What follows belongs to an exercise in optimizing a design on an open flow for small area and a short achievable clock period; a production flow would make more cautious choices.
In this exercise RTL edits were held to simulation tests only and were not proved equivalent to the original.
No activity file was given, so power comes from the tool's default toggle rates.

## constraint.sdc

```tcl
create_clock -name core_clock -period 11.0 [get_ports {CLK}]
set_input_delay 2.2000 -clock core_clock [delete_from_list [all_inputs] [get_ports {CLK}]]
set_output_delay 2.2000 -clock core_clock [all_outputs]
set_load 0.01 [all_outputs]
```

## run.sh

```bash
#!/bin/bash
# synth_recipe.tcl (not shown) runs the flow's synth.tcl, then flattens the netlist and writes it again
# the make line also repeats each setting of config.mk as NAME=value (left out here)
make -C /OpenROAD-flow-scripts/flow DESIGN_CONFIG=/design/flow/config.mk WORK_HOME=/design/flow/orfs CLKGATE_MAP_FILE= SYNTH_SCRIPT=/design/flow/synth_recipe.tcl finish
```

## design.v

```verilog
module twos_compliment(IN,OUT);
    input [7:0] IN;   
    output [7:0] OUT;   
    assign OUT = ~IN + 8'd1;
endmodule
module mux_2x1(IN0,IN1,SELECT,OUT);
    input [7:0] IN0,IN1;   
    input SELECT;   
    output reg [7:0] OUT;   
    always @(*) begin
        if (SELECT == 1'b0)
            OUT = IN0;
        else
            OUT = IN1;
    end
endmodule
module mux_32(IN0,IN1,SELECT,OUT);
    input [31:0] IN0,IN1;   
    input SELECT;   
    output reg [31:0] OUT;   
    always @(*) begin
        if (SELECT == 1'b0)
            OUT = IN0;
        else
            OUT = IN1;
    end
endmodule
module extend(address,byteAddress);
    input [7:0] address;
    output [31:0] byteAddress;
    assign byteAddress = { {32{address[7]}}, address,2'b00 };
endmodule
module branchControl(jump,branch,zero,branch_sel);
    input  branch,zero,jump;
    output branch_sel;
    assign branch_sel = jump ^ (branch & zero);  
endmodule
module pc_adder1(CURRENT_PC,PC_4);
    input [31:0] CURRENT_PC;   
    output [31:0] PC_4;   
    assign PC_4 = CURRENT_PC + 32'd4;
endmodule
module pc_adder2(pc_4,offset,offset_pc);
    input [31:0] offset,pc_4;   
    output [31:0] offset_pc;   
    assign offset_pc = pc_4 + offset;
endmodule
module pc_unit(CLK,RESET,NEXT_PC,PC);
    input CLK,RESET;   
    input  [31:0] NEXT_PC;
    output reg [31:0] PC;   
    always @(posedge CLK) begin
        if (RESET == 1'b1)
            PC <= 32'b0;
        else
            PC <= NEXT_PC;   
    end
endmodule
module control_unit(OPCODE,WRITE_ENABLE,ALUOP,REG2_SIGN_SEL,OP2_SEL,JUMP,BRANCH);
    input [7:0] OPCODE;
    output reg WRITE_ENABLE,REG2_SIGN_SEL,OP2_SEL;     
    output reg [2:0] ALUOP;
    output reg JUMP,BRANCH;
    always @ (*)begin
      JUMP = 0;
      BRANCH=0;
      WRITE_ENABLE = 0;      
      ALUOP = 3'b000;
      REG2_SIGN_SEL = 0;
      OP2_SEL = 0;
      case (OPCODE)
        8'b00000000: {WRITE_ENABLE,ALUOP,REG2_SIGN_SEL,OP2_SEL} = 6'b1_000_0_1;    
        8'b00000001: {WRITE_ENABLE,ALUOP,REG2_SIGN_SEL,OP2_SEL} = 6'b1_000_0_0;
        8'b00000010: {WRITE_ENABLE,ALUOP,REG2_SIGN_SEL,OP2_SEL} = 6'b1_001_0_0;
        8'b00000011: {WRITE_ENABLE,ALUOP,REG2_SIGN_SEL,OP2_SEL} = 6'b1_001_1_0;
        8'b00000100: {WRITE_ENABLE,ALUOP,REG2_SIGN_SEL,OP2_SEL} = 6'b1_010_0_0;
        8'b00000101: {WRITE_ENABLE,ALUOP,REG2_SIGN_SEL,OP2_SEL} = 6'b1_011_0_0;
        8'b00000110: {WRITE_ENABLE,ALUOP,REG2_SIGN_SEL,OP2_SEL,JUMP} = 7'b0_000_0_0_1;
	      8'b00000111: {WRITE_ENABLE,ALUOP,REG2_SIGN_SEL,OP2_SEL,BRANCH} = 7'b0_001_1_0_1;
			  8'b00001000: {WRITE_ENABLE,ALUOP,REG2_SIGN_SEL,OP2_SEL,BRANCH,JUMP} = 8'b0_001_1_0_1_1;
        8'b00001001:	{WRITE_ENABLE,ALUOP,REG2_SIGN_SEL,OP2_SEL} = 6'b1_110_0_0;
        8'b00001010:	{WRITE_ENABLE,ALUOP,REG2_SIGN_SEL,OP2_SEL} = 6'b1_100_0_1;
        8'b00001011:	{WRITE_ENABLE,ALUOP,REG2_SIGN_SEL,OP2_SEL} = 6'b1_101_0_1;
        8'b00001101:	{WRITE_ENABLE,ALUOP,REG2_SIGN_SEL,OP2_SEL} = 6'b1_101_0_1;
        8'b00001100:	{WRITE_ENABLE,ALUOP,REG2_SIGN_SEL,OP2_SEL} = 6'b1_101_0_1;
      endcase
    end
endmodule
module reg_file(IN, OUT1, OUT2, INADDRESS, OUT1ADDRESS, OUT2ADDRESS, WRITE, CLK, RESET );
    input [7:0] IN;   
    input [2:0] INADDRESS, OUT1ADDRESS, OUT2ADDRESS;   
    input WRITE, CLK, RESET;   
    output  [7:0] OUT1, OUT2;   
    reg [7:0] register [7:0];   
    integer i;   
    assign OUT1 = register[OUT1ADDRESS];   
    assign OUT2 = register[OUT2ADDRESS];   
    always @(posedge CLK) begin   
        if (RESET == 1'b1) begin   
            for (i = 0; i < 8; i = i + 1) begin   
                register[i] <= 8'b00000000;   
            end
        end
        else if (WRITE == 1'b1)   
            register[INADDRESS] <= IN;   
    end
endmodule
module FullAdder(A, B, Cin, SUM, Cout);
	input A, B, Cin;
	output SUM, Cout;
	assign SUM = (A ^ B ^ Cin);
	assign Cout = (A & B) + (Cin & (A ^ B));
endmodule
module MULT(OUT,MULTIPLICAND, MULTIPLIER);
	input signed [7:0] MULTIPLICAND, MULTIPLIER;
	output signed[7:0] OUT;
	wire C0 [5:0];
	wire C1 [4:0];
	wire C2 [3:0];
	wire C3 [2:0];
	wire C4 [1:0];
	wire C5;
	wire sum0 [5:0];
	wire sum1 [4:0];
	wire sum2 [3:0];
	wire sum3 [2:0];
	wire sum4 [1:0];
	wire sum5;
	wire [7:0] RESULT;
	assign RESULT[0] = MULTIPLIER[0] & MULTIPLICAND[0];	
	FullAdder FA00(MULTIPLIER[0] & MULTIPLICAND[1], MULTIPLIER[1] & MULTIPLICAND[0], 1'b0, RESULT[1], C0[0]);
	FullAdder FA01(MULTIPLIER[0] & MULTIPLICAND[2], MULTIPLIER[1] & MULTIPLICAND[1], C0[0], sum0[0], C0[1]);
	FullAdder FA02(MULTIPLIER[0] & MULTIPLICAND[3], MULTIPLIER[1] & MULTIPLICAND[2], C0[1], sum0[1], C0[2]);
	FullAdder FA03(MULTIPLIER[0] & MULTIPLICAND[4], MULTIPLIER[1] & MULTIPLICAND[3], C0[2], sum0[2], C0[3]);
	FullAdder FA04(MULTIPLIER[0] & MULTIPLICAND[5], MULTIPLIER[1] & MULTIPLICAND[4], C0[3], sum0[3], C0[4]);
	FullAdder FA05(MULTIPLIER[0] & MULTIPLICAND[6], MULTIPLIER[1] & MULTIPLICAND[5], C0[4], sum0[4], C0[5]);
	FullAdder FA06(MULTIPLIER[0] & MULTIPLICAND[7], MULTIPLIER[1] & MULTIPLICAND[6], C0[5], sum0[5], );
	FullAdder FA10(sum0[0], MULTIPLIER[2] & MULTIPLICAND[0], 1'b0, RESULT[2], C1[0]);
	FullAdder FA11(sum0[1], MULTIPLIER[2] & MULTIPLICAND[1], C1[0], sum1[0], C1[1]);
	FullAdder FA12(sum0[2], MULTIPLIER[2] & MULTIPLICAND[2], C1[1], sum1[1], C1[2]);
	FullAdder FA13(sum0[3], MULTIPLIER[2] & MULTIPLICAND[3], C1[2], sum1[2], C1[3]);
	FullAdder FA14(sum0[4], MULTIPLIER[2] & MULTIPLICAND[4], C1[3], sum1[3], C1[4]);
	FullAdder FA15(sum0[5], MULTIPLIER[2] & MULTIPLICAND[5], C1[4], sum1[4], );
	FullAdder FA20(sum1[0], MULTIPLIER[3] & MULTIPLICAND[0], 1'b0, RESULT[3], C2[0]);
	FullAdder FA21(sum1[1], MULTIPLIER[3] & MULTIPLICAND[1], C2[0], sum2[0], C2[1]);
	FullAdder FA22(sum1[2], MULTIPLIER[3] & MULTIPLICAND[2], C2[1], sum2[1], C2[2]);
	FullAdder FA23(sum1[3], MULTIPLIER[3] & MULTIPLICAND[3], C2[2], sum2[2], C2[3]);
	FullAdder FA24(sum1[4], MULTIPLIER[3] & MULTIPLICAND[4], C2[3], sum2[3], );
	FullAdder FA30(sum2[0], MULTIPLIER[4] & MULTIPLICAND[0], 1'b0, RESULT[4], C3[0]);
	FullAdder FA31(sum2[1], MULTIPLIER[4] & MULTIPLICAND[1], C3[0], sum3[0], C3[1]);
	FullAdder FA32(sum2[2], MULTIPLIER[4] & MULTIPLICAND[2], C3[1], sum3[1], C3[2]);
	FullAdder FA33(sum2[3], MULTIPLIER[4] & MULTIPLICAND[3], C3[2], sum3[2], );
	FullAdder FA40(sum3[0], MULTIPLIER[5] & MULTIPLICAND[0], 1'b0, RESULT[5], C4[0]);
	FullAdder FA41(sum3[1], MULTIPLIER[5] & MULTIPLICAND[1], C4[0], sum4[0], C4[1]);
	FullAdder FA42(sum3[2], MULTIPLIER[5] & MULTIPLICAND[2], C4[1], sum4[1], );
	FullAdder FA50(sum4[0], MULTIPLIER[6] & MULTIPLICAND[0], 1'b0, RESULT[6], C5);
	FullAdder FA51(sum4[1], MULTIPLIER[6] & MULTIPLICAND[1], C5, sum5, );
	FullAdder FA60(sum5, MULTIPLIER[7] & MULTIPLICAND[0], 1'b0, RESULT[7], );
	assign OUT = RESULT;
endmodule
module mux2x1(out, in0,in1,sel);
    input in0, in1,sel;
    output out ;
    wire orIn0 ,orIn1;
    and (orIn0,in0,!sel);
    and (orIn1,in1,sel);
    or (out , orIn0,orIn1);
endmodule
module mux3x1 (out , in2 , in1 , in0 , sel);
    input in0,in1,in2;
    output out ; 
    input [1:0] sel ;
    wire orIn [2:0] ;
    wire andOut[2:0];
    or (out , orIn[0], orIn[1] , orIn[2]);
    and(andOut[0] , !sel[0],!sel[1]);
    and (orIn[0] , in0 , andOut[0]);
    and(andOut[1] , sel[0],!sel[1]);
    and (orIn[1] , in1 , andOut[1]);
    and(andOut[2] , !sel[0],sel[1]);
    and (orIn[2] , in2 , andOut[2]);
endmodule
module LeftShift(out, data1, data2);
    input [7:0] data1, data2;  
    output [7:0] out;  
    wire [7:0] lOut [2:0];  
    mux2x1 layer00(lOut[0][0], data1[0], 1'b0, data2[0]);
    mux2x1 layer01(lOut[0][1], data1[1], data1[0], data2[0]);
    mux2x1 layer02(lOut[0][2], data1[2], data1[1], data2[0]);
    mux2x1 layer03(lOut[0][3], data1[3], data1[2], data2[0]);
    mux2x1 layer04(lOut[0][4], data1[4], data1[3], data2[0]);
    mux2x1 layer05(lOut[0][5], data1[5], data1[4], data2[0]);
    mux2x1 layer06(lOut[0][6], data1[6], data1[5], data2[0]);
    mux2x1 layer07(lOut[0][7], data1[7], data1[6], data2[0]);
    mux2x1 layer10(lOut[1][0], lOut[0][0], 1'b0, data2[1]);
    mux2x1 layer11(lOut[1][1], lOut[0][1], 1'b0, data2[1]);
    mux2x1 layer12(lOut[1][2], lOut[0][2], lOut[0][0], data2[1]);
    mux2x1 layer13(lOut[1][3], lOut[0][3], lOut[0][1], data2[1]);
    mux2x1 layer14(lOut[1][4], lOut[0][4], lOut[0][2], data2[1]);
    mux2x1 layer15(lOut[1][5], lOut[0][5], lOut[0][3], data2[1]);
    mux2x1 layer16(lOut[1][6], lOut[0][6], lOut[0][4], data2[1]);
    mux2x1 layer17(lOut[1][7], lOut[0][7], lOut[0][5], data2[1]);
    mux2x1 layer20(lOut[2][0], lOut[1][0], 1'b0, data2[2]);
    mux2x1 layer21(lOut[2][1], lOut[1][1], 1'b0, data2[2]);
    mux2x1 layer22(lOut[2][2], lOut[1][2], 1'b0, data2[2]);
    mux2x1 layer23(lOut[2][3], lOut[1][3], 1'b0, data2[2]);
    mux2x1 layer24(lOut[2][4], lOut[1][4], lOut[1][0], data2[2]);
    mux2x1 layer25(lOut[2][5], lOut[1][5], lOut[1][1], data2[2]);
    mux2x1 layer26(lOut[2][6], lOut[1][6], lOut[1][2], data2[2]);
    mux2x1 layer27(lOut[2][7], lOut[1][7], lOut[1][3], data2[2]);
    assign out = (data2 == 8'd8) ? 8'd0 : lOut[2];
endmodule
module RightShift(out, data1, data2);
    input [7:0] data1, data2;  
    output reg [7:0] out;  
    wire [7:0] rOut [2:0];  
    wire m07;  
    wire m17, m16;  
    wire m27, m26, m25, m24;  
    mux2x1 layer00(rOut[0][0], data1[0], data1[1], data2[0]);
    mux2x1 layer01(rOut[0][1], data1[1], data1[2], data2[0]);
    mux2x1 layer02(rOut[0][2], data1[2], data1[3], data2[0]);
    mux2x1 layer03(rOut[0][3], data1[3], data1[4], data2[0]);
    mux2x1 layer04(rOut[0][4], data1[4], data1[5], data2[0]);
    mux2x1 layer05(rOut[0][5], data1[5], data1[6], data2[0]);
    mux2x1 layer06(rOut[0][6], data1[6], data1[7], data2[0]);
    mux2x1 layer07(rOut[0][7], data1[7], m07, data2[0]);
    mux3x1 M07(m07, data1[0], data1[7], 1'b0, data2[7:6]);
    mux2x1 layer10(rOut[1][0], rOut[0][0], rOut[0][2], data2[1]);
    mux2x1 layer11(rOut[1][1], rOut[0][1], rOut[0][3], data2[1]);
    mux2x1 layer12(rOut[1][2], rOut[0][2], rOut[0][4], data2[1]);
    mux2x1 layer13(rOut[1][3], rOut[0][3], rOut[0][5], data2[1]);
    mux2x1 layer14(rOut[1][4], rOut[0][4], rOut[0][6], data2[1]);
    mux2x1 layer15(rOut[1][5], rOut[0][5], rOut[0][7], data2[1]);
    mux2x1 layer16(rOut[1][6], rOut[0][6], m16, data2[1]);
    mux3x1 M16(m16, rOut[0][0], rOut[0][7], 1'b0, data2[7:6]);
    mux2x1 layer17(rOut[1][7], rOut[0][7], m17, data2[1]);
    mux3x1 M17(m17, rOut[0][1], rOut[0][7], 1'b0, data2[7:6]);
    mux2x1 layer20(rOut[2][0], rOut[1][0], rOut[1][4], data2[2]);
    mux2x1 layer21(rOut[2][1], rOut[1][1], rOut[1][5], data2[2]);
    mux2x1 layer22(rOut[2][2], rOut[1][2], rOut[1][6], data2[2]);
    mux2x1 layer23(rOut[2][3], rOut[1][3], rOut[1][7], data2[2]);
    mux2x1 layer24(rOut[2][4], rOut[1][4], m24, data2[2]);
    mux3x1 M24(m24, rOut[1][0], rOut[1][7], 1'b0, data2[7:6]);
    mux2x1 layer25(rOut[2][5], rOut[1][5], m25, data2[2]);
    mux3x1 M25(m25, rOut[1][1], rOut[1][7], 1'b0, data2[7:6]);
    mux2x1 layer26(rOut[2][6], rOut[1][6], m26, data2[2]);
    mux3x1 M26(m26, rOut[1][2], rOut[1][7], 1'b0, data2[7:6]);
    mux2x1 layer27(rOut[2][7], rOut[1][7], m27, data2[2]);
    mux3x1 M27(m27, rOut[1][3], rOut[1][7], 1'b0, data2[7:6]);
	always @ (*)
	begin
		out = rOut[2];	 
		if (data2[7:6] == 2'b10) out = rOut[2];	 
		else if (data2[7:6] == 2'b01)    
		begin
			if (data2[3:0] == 4'd8) out = {8{data1[7]}};	 
			else out = rOut[2];		 
		end
		else if (data2[7:6] == 2'b00)    
		begin
			if (data2[3:0] == 4'd8) out = 8'b0;	 
			else out = rOut[2];		 
		end
    end
endmodule
module alu(aluResult, select, data1, data2,zero);
    input [2:0] select;   
    input [7:0] data1, data2;   
    output reg [7:0] aluResult;   
    output  zero;
    wire [7:0] forwardOut, andOut, addOut, orOut,LShiftOut,multOut,rightOut;
    ADD add1(addOut, data1, data2,zero);
    AND and1(andOut, data1, data2);
    OR or1(orOut, data1, data2);
    FORWARD f(forwardOut, data2);
    LeftShift lshiftUnit(LShiftOut,data1, data2 );
	MULT multUnit(multOut,data1, data2);
    RightShift rshiftUnit(rightOut,data1,data2);
    always @ (*) begin
        case (select)
            3'b000 : aluResult = forwardOut;   
            3'b001 : aluResult = addOut;       
            3'b010 : aluResult = andOut;       
            3'b011 : aluResult = orOut;        
            3'b100 : aluResult = LShiftOut;	   
			3'b101 : aluResult = rightOut;	   
            3'b110 : aluResult = multOut;	   
            default : aluResult = 8'b00000000;	   
        endcase
    end
endmodule
module ADD(out, data1, data2,zero);
    input [7:0] data1, data2;   
    output [7:0] out;   
    output zero;
    assign out = data1 + data2;   
    assign zero = (out == 8'b00000000); 
endmodule
module AND(out, data1, data2);
    input [7:0] data1, data2;   
    output [7:0] out;   
    assign out = data1 & data2;   
endmodule
module FORWARD(out, data2);
    input [7:0] data2;   
    output [7:0] out;   
    assign out = data2;   
endmodule
module OR(out, data1, data2);
    input [7:0] data1, data2;   
    output [7:0] out;   
    assign out = data1 | data2;   
endmodule
module cpu(PC,INSTRUCTION,CLK,RESET);
    input [31:0] INSTRUCTION;   
    input CLK,RESET;   
    output [31:0] PC;   
    wire [7:0] opcode , immediate,offset;   
    wire [2:0] readreg1 , readreg2 , writereg , aluop;   
    wire write_enable , reg2_sign_sel , op2_sel;   
    assign opcode   = INSTRUCTION[31:24];
    assign immediate = INSTRUCTION[7:0];
    assign readreg1 = INSTRUCTION[10:8];
    assign readreg2 = INSTRUCTION[2:0];
    assign writereg = INSTRUCTION [18:16]; 
    assign offset = INSTRUCTION [23:16];
    wire jump,branch,zero;
    wire [7:0] regout2,regout1;   
    wire [7:0] aluresult;   
    wire [7:0] regout2_negative;   
    wire [7:0] reg2_mux_out;   
    wire [7:0] oprend2;   
    control_unit cpu_control(opcode,write_enable,aluop,reg2_sign_sel,op2_sel,jump,branch);     
    reg_file cpu_reg(aluresult, regout1, regout2, writereg, readreg1, readreg2, write_enable, CLK, RESET );  
    twos_compliment cpu_compliment(regout2,regout2_negative);    
    mux_2x1 cpu_mux1(regout2,regout2_negative,reg2_sign_sel,reg2_mux_out);   
    mux_2x1 cpu_mux2(reg2_mux_out,immediate,op2_sel,oprend2);    
    alu cpu_alu(aluresult, aluop, regout1, oprend2,zero);    
    wire [31:0] byteAddress;             
    wire [31:0] pc_4,next_pc,b_address;     
    wire branch_sel;                     
    wire [31:0] branch_mux_out;          
    wire [31:0] jumpaddress;             
    extend cpu_extend(offset,byteAddress);   
    pc_adder1 cpu_pcadder1(PC,pc_4);     
    pc_adder2 cpu_pcadder2(pc_4,byteAddress,b_address);     
    branchControl cpu_branch(jump,branch,zero,branch_sel);    
    mux_32 cpu_branch_mux(pc_4,b_address,branch_sel,next_pc);    
    pc_unit cpu_pc(CLK,RESET,next_pc,PC);    
endmodule
```

## config.mk

```make
export PLATFORM = sky130hd
export DESIGN_NAME = cpu
export DESIGN_NICKNAME = cpu
export VERILOG_FILES = /design/flow/design.v
export SDC_FILE = /design/flow/constraint.sdc
export NUM_CORES = 4
export LEC_CHECK = 0
export CAP_MARGIN = 20
export CORE_MARGIN = 2
export CORE_UTILIZATION = 40
export SLEW_MARGIN = 20
```

==> impl_metrics.ini, run 1 <==
[pwr]
power.total_mw = 1.160
ir_drop_v = 0.00007469
p_switching_mw = 0.3871
p_comb_share_pct = 36.7
p_sw_share_pct = 33.37
sequentialPowerShare_pct = 34.0
p_clk_share_pct = 29.3
powerDensity_nw_per_um2 = 104.5
intPower_mw = 0.7730
p_leak_nw = 4.517

[setup_path]
r2r_slack_ps = 2640
cp.arrival_ps = 10670
r2r-start = cpu_reg.register[6][0]
slowest_delay_ps = 550
critPathRequiredTime_ps = 11080
startpoint_type = primary input
path_class = primary input to flop
slowest_stage = fa_1
crit_top_cell = fa_1
reg2reg_to = cpu_reg.register[0][7]
critPathLaunch = INSTRUCTION[2]
ff2ff_path_depth = 33
end_kind = flop
cp-endpoint = cpu_reg.register[0][7]
critPathMaxFanout = 8

[finish]
diodes = 0
num-fill-cells = 2187
regArea_sq_um = 2522
fin_cells = 1411
post-route-util_pct = 48.87
drive_above_1_share_pct = 15.28
fin_nets = 1234
syn_to_final_growth_pct = 19.25
final_area_sq_um = 11100
multi_input_area_sq_um = 6509

[route]
ant_nets = 0
drc = 0
initialDrtViolationCount = 549
avgRoutedWirePerCell_microns = 18.14
via_count = 7979
wl_mm = 25.60
dr.pass1.iters = 5
vias_per_cell = 5.655

[sta]
fin_skew_ps = 10.49
tightestPinTransition_ps = 820.2
setup_tns_ps = 0
timing.fmax_mhz = 94.39
max-slew-margin-rel_pct = 44.90
maxSlewViolCount = 0
period_share_pct = 96.31
final-setup-viol-count = 0
hold_viol = 0
period_needed_ps = 10590

[logic_synthesis]
synth_edf_count = 64
synth-seq-area-share_pct = 27.10
syn_inst = 1012
syn-cell-area_sq_um = 9306
yosys.area.top_type = edfxtp_1
yosys-top-cells-area = edfxtp_1 (21%), ha_1 (8.5%), mux2i_1 (7.4%)
ys.flop_type = edfxtp_1
synth_top_area_share_pct = 20.65
async_flop_share_pct = 0
synth.avg_cell_area_sq_um = 9.196
synth_seq_cells = 94
synthDistinctLibCells = 87
yosys_warnings = 10

[hold_path]
hold_class = flop to flop

[status]
status = complete, no violations

[placed_design]
dp_hpwl_mm = 20.30
place_area_sq_um = 10620
io_buffers = 58
place.gp.congestion = 0.9494
dp.cells = 1391

[global_route]
grtUsageTotal_pct = 21.32
antenna_found_initial = 0
grt_first_pass_wirelength_mm = 41.06
grt_start_max_net_pins = 44
overflow = 0
first_global_vias = 7619

[floorplanning]
die_x_microns = 156.5
io_pins = 66
initial_utilization_pct = 40.98
die_h_microns = 156.5
core-area_sq_um = 22710
die_area_sq_um = 24500
std_cell_rows = 55

[job]
cap_viol_max_count = 0

[clock_tree]
cts.sinks = 94
h-tree-depth = 3
cts_made_buffers = 9
clk_latency_ps = 340
cts-root-buf = clkbuf_16
path_clk_slew_ps = 70
cts.hold.buffers_added = 0
clockBufferDepth = 2
cts_tree = yes
## placed cells by master, fill, tap and decap left out, types with 11 or more instances in the layout
cell and count:
xnor2_1 41, ha_1 60, dfxtp_1 30, nor2b_1 18, inv_1 50, mux4_2 22
and2_1 11, nand2_1 55, buf_4 76, nand3_1 29, a21oi_1 50, a21o_1 17
clkdlybuf4s50_1 58, fa_1 15, and3_1 14, nor3_1 22, o21ai_0 23, mux2i_1 62
edfxtp_1 64, nand2b_1 19, xor2_1 21, nor2_1 150
## kinds of logic after synthesis
family,after synthesis,synth area share (%)
flip-flops,94,27.10
multiplexers,101,14.08
XOR/XNOR,68,6.843
AND/OR/NAND/NOR,367,19.27
buffers and inverters,94,4.450
AO/OA/AOI/OAI,208,16.31
other,1,0.04029
adder cells (fa/ha/maj),79,11.91
## synth_stat cells, drive strengths merged (11+ instances only)
master  count
edfxtp     64
nor2      153
and2       11
dfxtp      30
clkbuf     19
xnor2      44
mux4       22
a211oi     12
buf        20
fa         16
and3       14
ha         63
mux2i      70
nor2b      18
nor3       26
o21ai      32
a21o       17
nand2      55
nand2b     19
inv        55
a21oi      53
nand3      30
xor2       21
## worst min path at each step
stage / from / end / slack [ps] / cells past startpoint
global placement: cpu_pc.PC[31] / cpu_pc.PC[31] / 620 / 3
CTS: cpu_pc.PC[31] / cpu_pc.PC[31] / 650 / 3
finish: cpu_pc.PC[31] / cpu_pc.PC[31] / 640 / 3
detailed placement: cpu_pc.PC[31] / cpu_pc.PC[31] / 630 / 3
floorplan: cpu_pc.PC[2] / cpu_pc.PC[2] / 600 / 3
global route: cpu_pc.PC[31] / cpu_pc.PC[31] / 680 / 3
## critical path, delay by kind of cell
kind                     cells  cell delay, ps
adder cells (fa/ha/maj)     12            4580
XOR/XNOR                     9            1570
buffers and inverters        8            1210
AO/OA/AOI/OAI                4             720
multiplexers                 1             200
AND/OR/NAND/NOR              2             190
## cell type report
cell class                      instances  area share (%)
Multi-Input combinational cell        825           58.65
Sequential cell                        94           22.73
Timing Repair Buffer                  136           10.62
Tap cell                              285           3.213
Clock buffer                           10           2.063
Inverter                               55           1.883
Clock inverter                          6          0.8456
## timing repair
action / 4_1_cts / 5_1_grt
setup buffers: 0 / 4
pin swaps: 0 / 13
endpoints found under the setup margin: 4 / 8
resized for setup: 1 / 21
## metrics by stage
stage                     setup slack, ps  hold WS (ps)
after floorplan                     9.962         604.9
after global placement             -267.5         616.8
after detailed placement           -345.0         627.8
after CTS                           57.25         645.4
after global routing               -23.19         684.9
final                               405.8         640.3
## registers in the layout, summed over array words and instances (netlist names)
| signal | count |
|---|---|
| cpu_reg.register | 64 |
| cpu_pc.PC | 30 |
## layer usage
layer	wire, microns	global-route usage, %
met5	0	0
met4	689	6.903
met3	1060	2.105
met2	12350	36.08
met1	11500	28.71
## power groups by stage
stage | registers, mW | clock network [mW] | logic [mW]
4_1_cts | 0.394 | 0.346 | 0.427
3_5_place_dp | 0.402 | 0 | 0.424
2_1_floorplan | 0.399 | 0 | 0.298
6_report | 0.394 | 0.339 | 0.426
3_3_place_gp | 0.401 | 0 | 0.422
5_1_grt | 0.395 | 0.360 | 0.469
==> run 2: changes to the inputs <==
==> design.v (replaced) <==
module mul8lo(a, b, p);
    input  [7:0] a, b;
    output [7:0] p;
    assign p = a * b;
endmodule
module shifter(d, imm, is_sll, out);
    input  [7:0] d, imm;
    input        is_sll;
    output [7:0] out;
    wire [2:0] n   = imm[2:0];
    wire [1:0] k   = imm[7:6];
    wire [2:0] amt = is_sll ? (3'd0 - n) : n;
    wire [7:0] r0 = amt[0] ? {d[0],  d[7:1]}  : d;
    wire [7:0] r1 = amt[1] ? {r0[1:0], r0[7:2]} : r0;
    wire [7:0] r2 = amt[2] ? {r1[3:0], r1[7:4]} : r1;
    wire [7:0] ml, mr;
    genvar j;
    generate for (j = 0; j < 8; j = j + 1) begin : m
        assign ml[j] = (n <= j);
        assign mr[j] = (n <= 7 - j);
    end endgenerate
    wire spec_l = (imm == 8'd8);
    wire spec_r = ~k[1] & (imm[3:0] == 4'd8);
    wire [7:0] msk = is_sll ? (spec_l ? 8'd0 : ml)
                            : (k == 2'b10) ? 8'hff : (spec_r ? 8'd0 : mr);
    wire fill = ~is_sll & (k == 2'b01) & d[7];
    assign out = (r2 & msk) | ({8{fill}} & ~msk);
endmodule
module cpu(PC, INSTRUCTION, CLK, RESET);
    input  [31:0] INSTRUCTION;
    input         CLK, RESET;
    output [31:0] PC;
    wire [3:0] o   = INSTRUCTION[27:24];
    wire       vld = (INSTRUCTION[31:28] == 4'd0);
    wire [7:0] off = INSTRUCTION[23:16];
    wire [2:0] rd  = INSTRUCTION[18:16];
    wire [2:0] rt  = INSTRUCTION[10:8];
    wire [2:0] rs  = INSTRUCTION[2:0];
    wire [7:0] imm = INSTRUCTION[7:0];
    reg  [29:0] pc_q;
    reg  [7:0]  R [0:7];
    assign PC = {pc_q, 2'b00};
    wire [7:0] d1 = R[rt];
    wire [7:0] d2 = R[rs];
    wire nr     = ~RESET;
    wire s_imm  = nr & ~o[2] & ~o[1] & ~o[0];           
    wire s_mov  = nr & ~o[3] & ~o[2] & ~o[1] & o[0];    
    wire s_add  = nr & ~o[3] & o[1];                    
    wire s_and  = nr & ~o[3] & o[2] & ~o[0];            
    wire s_or   = nr & ~o[3] & o[2] & o[0];             
    wire s_mul  = nr & o[3] & ~o[2] & ~o[1];            
    wire s_sh   = nr & o[3] & (o[2] | o[1]);            
    wire we     = vld & ((~o[3] & ~(o[2] & o[1])) | (o[3] & (o[2] ? ~o[1] : (o[1] | o[0]))));
    wire       sub = o[0];
    wire [7:0] sum = d1 + (d2 ^ {8{sub}}) + {7'd0, sub};
    wire [7:0] prod;
    mul8lo mu(.a(d1), .b(d2), .p(prod));
    wire [7:0] shv;
    shifter sh(.d(d1), .imm(imm), .is_sll(o[1] & ~o[0]), .out(shv));
    wire [7:0] res = ({8{s_imm}} & imm) | ({8{s_mov}} & d2) | ({8{s_add}} & sum) |
                     ({8{s_and}} & (d1 & d2)) | ({8{s_or}} & (d1 | d2)) |
                     ({8{s_mul}} & prod) | ({8{s_sh}} & shv);
    integer i;
    always @(posedge CLK) begin
        for (i = 0; i < 8; i = i + 1)
            if (RESET | (we & (rd == i))) R[i] <= res;
    end
    wire eq   = (d1 == d2);
    wire take = vld & ((o == 4'd6) | ((o == 4'd7) & eq) | ((o == 4'd8) & ~eq));
    wire [7:0]  L = pc_q[7:0];
    wire [21:0] U = pc_q[29:8];
    wire [8:0] lb = {1'b0, L} + {1'b0, off} + 9'd1;
    wire [8:0] li = {1'b0, L} + 9'd1;
    wire [7:0] nl  = take ? lb[7:0] : li[7:0];
    wire       inc = take ? (lb[8] & ~off[7]) : li[8];
    wire       dec = take & ~lb[8] & off[7];
    wire [21:0] A, Z;
    assign A[0] = 1'b1;
    assign Z[0] = 1'b1;
    genvar g;
    generate for (g = 1; g < 22; g = g + 1) begin : chain
        assign A[g] = A[g-1] & U[g-1];
        assign Z[g] = Z[g-1] & ~U[g-1];
    end endgenerate
    wire [21:0] nu = U ^ (({22{inc}} & A) | ({22{dec}} & Z));
    always @(posedge CLK) begin
        if (RESET) pc_q <= 30'd0;
        else       pc_q <= {nu, nl};
    end
endmodule
==> run 2 against run 1 <==
  * Still clean
  * Clock skew shrank 3.7 ps
  * Global-route usage shrank 0.65 points
  * Sequential power grew 22%
  * Die area shrank 16%
  * Count of clock-buffer cells in the layout shrank 1
  * Critical path depth shrank 13
  * Cell area shrank 19%
  * Sequential share of layout area grew 5.5 points
  * Critical endpoint is now R[1][7]
  * Largest cell class unchanged
  * Largest power group unchanged
==> impl_metrics.ini, run 2 <==
[logic_synthesis]
synth-seq-area-share_pct = 32.58
async_flop_share_pct = 0
yosys-top-cells-count = nor2_1 (74), edfxtp_1 (64), inv_1 (63), ha_1 (52), nand2_1 (49)
syn-cell-area_sq_um = 7741
synthDistinctLibCells = 78
yosys.area.top_type = edfxtp_1
syn_inst = 802
synth.avg_cell_area_sq_um = 9.652
ys.flop_type = edfxtp_1
synth_top_area_share_pct = 24.83
synth_edf_count = 64
synth_seq_cells = 94
yosys_warnings = 2
yosys-top-cells-area = edfxtp_1 (25%), ha_1 (8.4%), dfxtp_1 (7.8%)
synthMostInstantiatedCell = nor2_1

[global_route]
overflow = 0
first_global_vias = 6111
antenna_found_initial = 0
grt_first_pass_wirelength_mm = 32.82
grt_start_max_net_pins = 38
grtUsageTotal_pct = 20.68

[clock_tree]
cts-root-buf = clkbuf_16
clockBufferDepth = 2
ctsResizeCount = 0
clk_latency_ps = 360
path_clk_slew_ps = 70
cts.hold.buffers_added = 0
h-tree-depth = 3
cts_made_buffers = 9
cts.sinks = 94
cts_tree = yes
post_cts_buffers = 0

[finish]
top_regs = R x64, pc_q x30
most-common-layout-cells = nor2_1 (74), edfxtp_1 (64), inv_1 (63)
layout_commonest_cell = nor2_1
largest_register_ffs = 64
fin_nets = 957
diodes = 0
largest_register = R
syn_to_final_growth_pct = 15.48
drive_above_1_share_pct = 10.44

[setup_path]
cp.arrival_ps = 9460
slowest_delay_ps = 980
slowest_stage = clkdlybuf4s50_1
critPathMaxFanout = 16
crit_top_cell = inv_1
critPathRequiredTime_ps = 11060
end_kind = flop
path_class = primary input to flop
startpoint_type = primary input
critical_path.cell_chain = clkdlybuf4s50_1 > inv_1 > ha_1 > o21bai_4 > a211oi_4 > a22oi_1 > inv_1 > ha_1 > inv_1 > fa_1 > inv_1 > ha_1 > fa_1 > inv_1 > fa_1 > inv_1 > ha_1 > a21oi_1 > xnor2_1 > xnor2_1 > xnor3_1 > xnor2_1 > a221o_1

[pwr]
p_leak_nw = 3.505
powerDensity_nw_per_um2 = 164.3
ir_drop_v = 0.00008101

[placed_design]
io_buffers = 58
place.gp.congestion = 0.9090
dp_hpwl_mm = 15.18
pre_cts_slack_ps = 1267

[sta]
maxSlewViolCount = 0
timing.fmax_mhz = 106.4
grt_setup_unrepaired = no
hold_viol = 0
period_needed_ps = 9397
whs_ps = 494.0
setup_tns_ps = 0
final-setup-viol-count = 0
tightestPinTransition_ps = 1060
fin_skew_ps = 6.837
period_share_pct = 85.43
max-slew-margin-rel_pct = 28.79
finalWorstSetupSlack_ps = 1603

[hold_path]
hold_class = flop to flop

[route]
drc = 0
wl_mm = 20.86
avgRoutedWirePerCell_microns = 18.59
via_count = 6478
initialDrtViolationCount = 569
vias_per_cell = 5.774
ant_nets = 0
dr.pass1.iters = 7

[job]
cap_viol_max_count = 0

[floorplanning]
io_pins = 66
std_cell_rows = 50
die_area_sq_um = 20480
die_h_microns = 143.1
die_x_microns = 143.1
initial_utilization_pct = 41.11
core-area_sq_um = 18830

[status]
status = complete, no violations
-- run 2: cell types whose count changed after synthesis, sizes merged, moves of 9 or more --
cell	change
nor2	-78
mux2i	-49
xnor2	-16
nand2b	-14
ha	-11
nor3	-11
inv	+9
-- run 2: worst paths after layout --
kind                                startpoint  endpoint  slack, ps  depth (start not counted)
worst max-delay path            INSTRUCTION[0]   R[1][7]       1600                         23
worst min-delay path                  pc_q[29]  pc_q[29]        490                          2
worst max register to register         R[3][3]   R[1][7]       4990                         20
worst min register to register        pc_q[29]  pc_q[29]        490                          2
-- run 2: stage by stage --
step | cells | area, sq um | util (%) | power (mW)
after floorplan | 803 | 7745 | - | 0.9825
after global placement | 1106 | 8633 | 45.85 | 1.159
after detailed placement | 1106 | 8633 | 45.85 | 1.166
after CTS | 1122 | 8927 | 47.41 | 1.476
after global routing | 1122 | 8940 | 47.48 | 1.567
final | 1122 | 8940 | 47.48 | 1.468
-- run 2: metal layers --
layer	vias up	part of all wire, %	global-route usage [%]
li1	3100	-	-
met1	3156	46	28.53
met2	203	47	34.07
met3	19	6.1	3.588
met4	0	1.2	4.534
met5	-	0	0
-- run 2: area by class of cell --
cell class	count	area, sq um
flip-flops and latches	94	2522
clock buffers	9	225.2
clock inverters	7	68.82
repair buffers	83	768.2
inverters	64	240.2
fillers	1780	9891
well taps	260	325.3
multi-input cells	605	4790
-- run 2: logic make-up (layout without fill, tap and decap cells) --
group	count (synthesis)	in the layout	synth area share [%]
fa+ha+maj	66	66	12.03
compound gates	200	200	19.07
xor+xnor	45	45	5.447
mux	47	47	9.116
simple gates	245	245	15.66
flops	94	94	32.58
buf+inv	104	163	6.045
other cells	1	2	0.04844
-- run 2: power by group --
part	internal, mW	total, mW	switching, mW	leakage [nW]
clock network	0.159	0.308	0.149	0.143
logic	0.306	0.682	0.375	2.47
registers	0.452	0.479	0.0261	0.896
-- run 2: critical path, delay by kind of cell --
kind | cells | cell delay [ps]
adders and majority gates | 7 | 2710
xor gates and xnor gates | 4 | 880
AOI/OAI and AO/OA | 5 | 1810
buffers and inverters | 7 | 1830

what the ideal ports hide:
The results above use ideal ports. As a check the final layouts listed here were re-extracted and re-timed, cells and wires unchanged.
Step 1 assumes that a clkbuf_16 drives the clock port and a buf_2 every other input.
Step 2 also shifts input and output timing later by t, the mid clock arrival at the registers, as if the neighbouring blocks saw the same clock.
a / b / c = ideal ports / drivers / drivers and shift; a / b = the first two.
run | t (ns) | setup slack, ns | hold WS [ns]
run 1 | 0.379 | 0.406 / 0.421 / 0.042 | 0.640 / 0.640 / 0.640
run 2 | 0.396 | 1.603 / 1.617 / 1.222 | 0.494 / 0.494 / 0.494
After both steps every run listed still meets setup and hold. For run 2, which loses most, drivers alone change the setup slack by +0.014 ns; drivers and shift together by -0.381 ns.
